This is an optimization exercise on Yosys and OpenROAD, whose aim is small area, a short achievable clock period and few clock cycles, not a production implementation.
The RTL was checked by simulation tests, not by an equivalence proof against the original design.
The clock port is modelled as an ideal driver, which makes a skipped or thinned clock tree look cheaper than it is; a real chip needs a root buffer or a tree.
Power and IR drop assume default switching activity.

Design axi4_lite_system, start of the top module:
module axi4_lite_system (
    input  wire        clk,
    input  wire        resetn,
    input  wire        usr_write_req,
    input  wire        usr_read_req,
    input  wire [31:0] usr_araddr,
    input  wire [31:0] usr_awaddr,
    input  wire [31:0] usr_wdata,
    input  wire [3:0]  usr_wstrb,
    output wire [31:0] usr_rdata,
    output wire        usr_wr_busy,
    output wire        usr_wr_done,
    output wire [1:0]  usr_wr_resp,
    output wire        usr_rd_busy,
    output wire        usr_rd_done,
    output wire [1:0]  usr_rd_resp
);
Settings: LEC_CHECK=0, CAP_MARGIN=20, CORE_MARGIN=2, CORE_UTILIZATION=65, PLACE_DENSITY=0.85, SLEW_MARGIN=20, SYNTH_HIERARCHICAL=1, SYNTH_MINIMUM_KEEP_SIZE=0; clock period 3.0 ns.
standard.sh (not shown) runs the stock make flow with config.mk's settings and CLKGATE_MAP_FILE= SYNTH_SCRIPT=/design/flow/synth_recipe.tcl, a recipe that flattens the netlist after the stock synthesis.
==> flow/flow/run.sh <==
#!/bin/bash
# Own layout flow: the standard ORFS flow (standard.sh, standard synthesis
# unchanged) with these changes, all made through ORFS's documented hook
# scripts and variables:
#  - ports are buffered with the smallest buffer (buf_1);
#  - after floorplan, every combinational cell from synthesis is set to its
#    smallest drive strength (downsize.tcl), so that only cells on slow paths
#    are sized up later;
#  - the clock tree is built by hand (mycts.tcl) in place of TritonCTS: the
#    clock port drives CLK_NROOT root buffers, which drive CLK_NBUF leaf
#    buffers, each driving one cluster of flip-flops (k-means on position).
#    Every flip-flop is exactly two buffers from the port (a balanced tree);
#  - after the clock tree (post_cts.tcl): output-port buffers are set to
#    OUT_BUF and flip-flops that drive two output buffers to OUT_FF_MULTI;
#    then repair_timing sizes up cells on the input-side paths that are
#    slower than the output paths plus MY_MARGIN_DELTA ns.
# Each tool's output is in orfs/logs/ (one log per step, as ORFS writes
# them); make's own output goes to flow_make.log.
set -euo pipefail
HERE=$(pwd)
export BUFFER_PORTS_ARGS="-buffer_cell sky130_fd_sc_hd__buf_1"
export POST_FLOORPLAN_TCL=$HERE/flow/downsize.tcl
export PRE_CTS_TCL=$HERE/flow/mycts.tcl
export POST_CTS_TCL=$HERE/flow/post_cts.tcl
export CLK_NBUF=6
export CLK_NROOT=3
export CLK_ROOT_BUF=sky130_fd_sc_hd__buf_12
export CLK_BUF=sky130_fd_sc_hd__buf_12
export MY_MARGIN_DELTA=0.12
export OUT_FF_MULTI=sky130_fd_sc_hd__dfxtp_2
export OUT_FF_ALL=1
export OUT_BUF=sky130_fd_sc_hd__buf_2
export MY_SEQUENCE=sizeup
bash standard.sh finish > flow_make.log 2>&1
==> flow/flow/post_cts.tcl <==
set_propagated_clock [all_clocks]
set out_insts {}
foreach bterm [[ord::get_db_block] getBTerms] {
  if {[$bterm getIoType] ne "OUTPUT"} continue
  foreach it [[$bterm getNet] getITerms] {
    if {![$it isOutputSignal]} continue
    set buf [$it getInst]
    if {[info exists ::env(OUT_BUF)] && [string match "*buf_*" [[$buf getMaster] getName]]} {
      replace_cell [$buf getName] $::env(OUT_BUF)
    }
    lappend out_insts $buf
    foreach bit [$buf getITerms] {
      if {![$bit isInputSignal]} continue
      foreach dit [[$bit getNet] getITerms] {
        if {[$dit isOutputSignal]} { lappend out_insts [$dit getInst] }
      }
    }
  }
}
# A flip-flop that drives more than one output buffer (with OUT_FF_ALL set,
# any flip-flop that drives an output buffer) gets OUT_FF_MULTI.
set out_insts [lsort -unique $out_insts]
if {[info exists ::env(OUT_FF_MULTI)]} {
  foreach inst $out_insts {
    if {![string match "*dfxtp_1" [[$inst getMaster] getName]]} continue
    set n 0
    foreach it [$inst getITerms] {
      if {[$it isOutputSignal]} { set n [expr {[llength [[$it getNet] getITerms]] - 1}] }
    }
    if {$n > 1 || [info exists ::env(OUT_FF_ALL)]} {
      replace_cell [$inst getName] $::env(OUT_FF_MULTI)
      puts "post_cts: [$inst getName] drives $n, set to $::env(OUT_FF_MULTI)"
    }
  }
}
set out_cells {}
foreach inst $out_insts {
  lappend out_cells [get_cells [string map {[ \[ ] \]} [$inst getName]]]
}
puts "post_cts: [llength $out_cells] output-side cells held"
if {[info exists ::env(MY_MARGIN_DELTA)]} {
  estimate_parasitics -placement
  puts "post_cts: before ws [worst_slack -max] area [rsz::design_area]"
  # The output paths set the period; size up only the input-side paths that
  # are slower than them (plus MY_MARGIN_DELTA ns).
  set out_path [find_timing_paths -to [all_outputs] -sort_by_slack -group_path_count 1]
  set margin [expr {[get_property $out_path slack] + $::env(MY_MARGIN_DELTA)}]
  puts "post_cts: output paths' slack [get_property $out_path slack], margin $margin"
  set_dont_touch $out_cells
  repair_timing -setup -setup_margin $margin -sequence $::env(MY_SEQUENCE) -skip_last_gasp
  unset_dont_touch $out_cells
  estimate_parasitics -placement
  puts "post_cts: after ws [worst_slack -max] area [rsz::design_area]"
}
detailed_placement
Other scripts of this flow, unchanged in this note and not shown: flow/flow/downsize.tcl, flow/flow/mycts.tcl
The starting point finished clean.
Testbench counts at the start, summed over its fixed seeds: cycles 2,400.
Then changed:
--- a/flow/flow/run.sh
+++ b/flow/flow/run.sh
@@ -31 +30,0 @@
-export OUT_FF_ALL=1
@@ -33,0 +33 @@
+export MY_RECOVER=1
--- a/flow/flow/post_cts.tcl
+++ b/flow/flow/post_cts.tcl
@@ -50,0 +51,52 @@
+  puts "post_cts: after repair ws [worst_slack -max] area [rsz::design_area]"
+  if {[info exists ::env(MY_RECOVER)]} {
+    # Area recovery: walk the cells from the largest down and set each to the
+    # smallest size of its kind that keeps the slack into the flip-flops at
+    # or above where the repair left it (capped at the margin).
+    proc in_ws {} {
+      set p [find_timing_paths -to [all_registers -data_pins] -sort_by_slack -group_path_count 1]
+      return [get_property $p slack]
+    }
+    estimate_parasitics -placement
+    set floor [expr {min($margin, [in_ws])}]
+    set held {}
+    foreach c $out_cells { dict set held [get_full_name $c] 1 }
+    set cands {}
+    foreach inst [[ord::get_db_block] getInsts] {
+      set m [[$inst getMaster] getName]
+      if {![regexp {^(sky130_fd_sc_hd__[a-z0-9]+?)_([0-9]+)$} $m -> base drive]} continue
+      if {[regexp {__(df|edf|sdf|dl|tap|fill|decap|clkbuf|conb)} $m]} continue
+      if {[string match "clk*_my_*" [$inst getName]]} continue
+      if {[dict exists $held [$inst getName]]} continue
+      lappend cands [list [expr {[[$inst getMaster] getWidth] * [[$inst getMaster] getHeight]}] $inst $base]
+    }
+    set sizes {}
+    foreach lib [[ord::get_db] getLibs] {
+      foreach mm [$lib getMasters] {
+        if {[regexp {^(sky130_fd_sc_hd__[a-z0-9]+?)_([0-9]+)$} [$mm getName] -> b d]} {
+          dict lappend sizes $b [list [expr {[$mm getWidth] * [$mm getHeight]}] [$mm getName]]
+        }
+      }
+    }
+    set dont_use {}
+    if {[info exists ::env(DONT_USE_CELLS)]} { set dont_use $::env(DONT_USE_CELLS) }
+    set n 0
+    foreach c [lsort -real -decreasing -index 0 $cands] {
+      lassign $c area inst base
+      set name [$inst getName]
+      set cur [[$inst getMaster] getName]
+      foreach s [lsort -real -index 0 [dict get $sizes $base]] {
+        lassign $s a to
+        if {$a >= $area} break
+        set skip 0
+        foreach pat $dont_use { if {[string match $pat $to]} { set skip 1 } }
+        if {$skip} continue
+        replace_cell $name $to
+        estimate_parasitics -placement
+        if {[in_ws] >= $floor} { incr n; break }
+        replace_cell $name $cur
+        estimate_parasitics -placement
+      }
+    }
+    puts "post_cts: recovery resized $n cells; input-side ws [in_ws] (floor $floor)"
+  }
Synthesized cell count does not change.
Global-route usage came out lower by 1.3 points.
Setup slack is worse by 29 ps.
Power came out lower slightly.
Design area came out lower by a few percent.
Sequential share of layout area is higher by 1.8 points.
Clock skew came out lower by 4.3 ps.
Worst hold slack barely changes.
Then changed:
--- a/flow/flow/run.sh
+++ b/flow/flow/run.sh
@@ -16,0 +17,2 @@
+#    Then an area recovery pass (MY_RECOVER) sets each cell, largest first,
+#    to the smallest size that keeps the input-side slack where repair left it.
@@ -29 +31 @@
-export MY_MARGIN_DELTA=0.12
+export MY_MARGIN_DELTA=0.3
Settings changed: PLACE_DENSITY 0.85 to 0.7.
Outcome: Clock skew hardly moves. Synthesized area is unchanged. Sequential share of layout area shrinks by 0.46 points. Cell count does not change. Wire length drops by about 7%. Cell area climbs by about 0.7%. Power stays flat.
No run of this note takes its clock network from TritonCTS; it comes from the design's own scripts or RTL.

port drivers added, routing unchanged:
Ports are ideal in the flow. The routed layouts listed here were re-timed in OpenROAD. Step 1 sets driving cells, clkbuf_16 on the clock port and buf_2 on the other inputs (assumed; they add their load-dependent delay and slew). Step 2 moves the port delays by t, midway between the first and last clock arrival at a register: inputs arrive t later, outputs are due t later. That takes back most of the time a late clock gives input paths. Three values: ideal, step 1, step 2; two values: the first two.
run	t (ns)	setup slack, ns	worst hold slack (ns)	worst register clock-pin slew, ns	worst slew at a driven data input, ns
the first run	0.306	1.659 / 1.592 / 1.379	0.468 / 0.468 / 0.468	0.11 / 0.11	0.08
the second run	0.304	1.630 / 1.613 / 1.356	0.466 / 0.466 / 0.466	0.11 / 0.11	0.07
the third run	0.304	1.681 / 1.615 / 1.400	0.471 / 0.471 / 0.471	0.11 / 0.11	0.08
After both steps setup and hold are still met in every run listed. The setup slack of the third run, which loses most, moves by -0.066 ns with the drivers and by -0.281 ns with both steps.
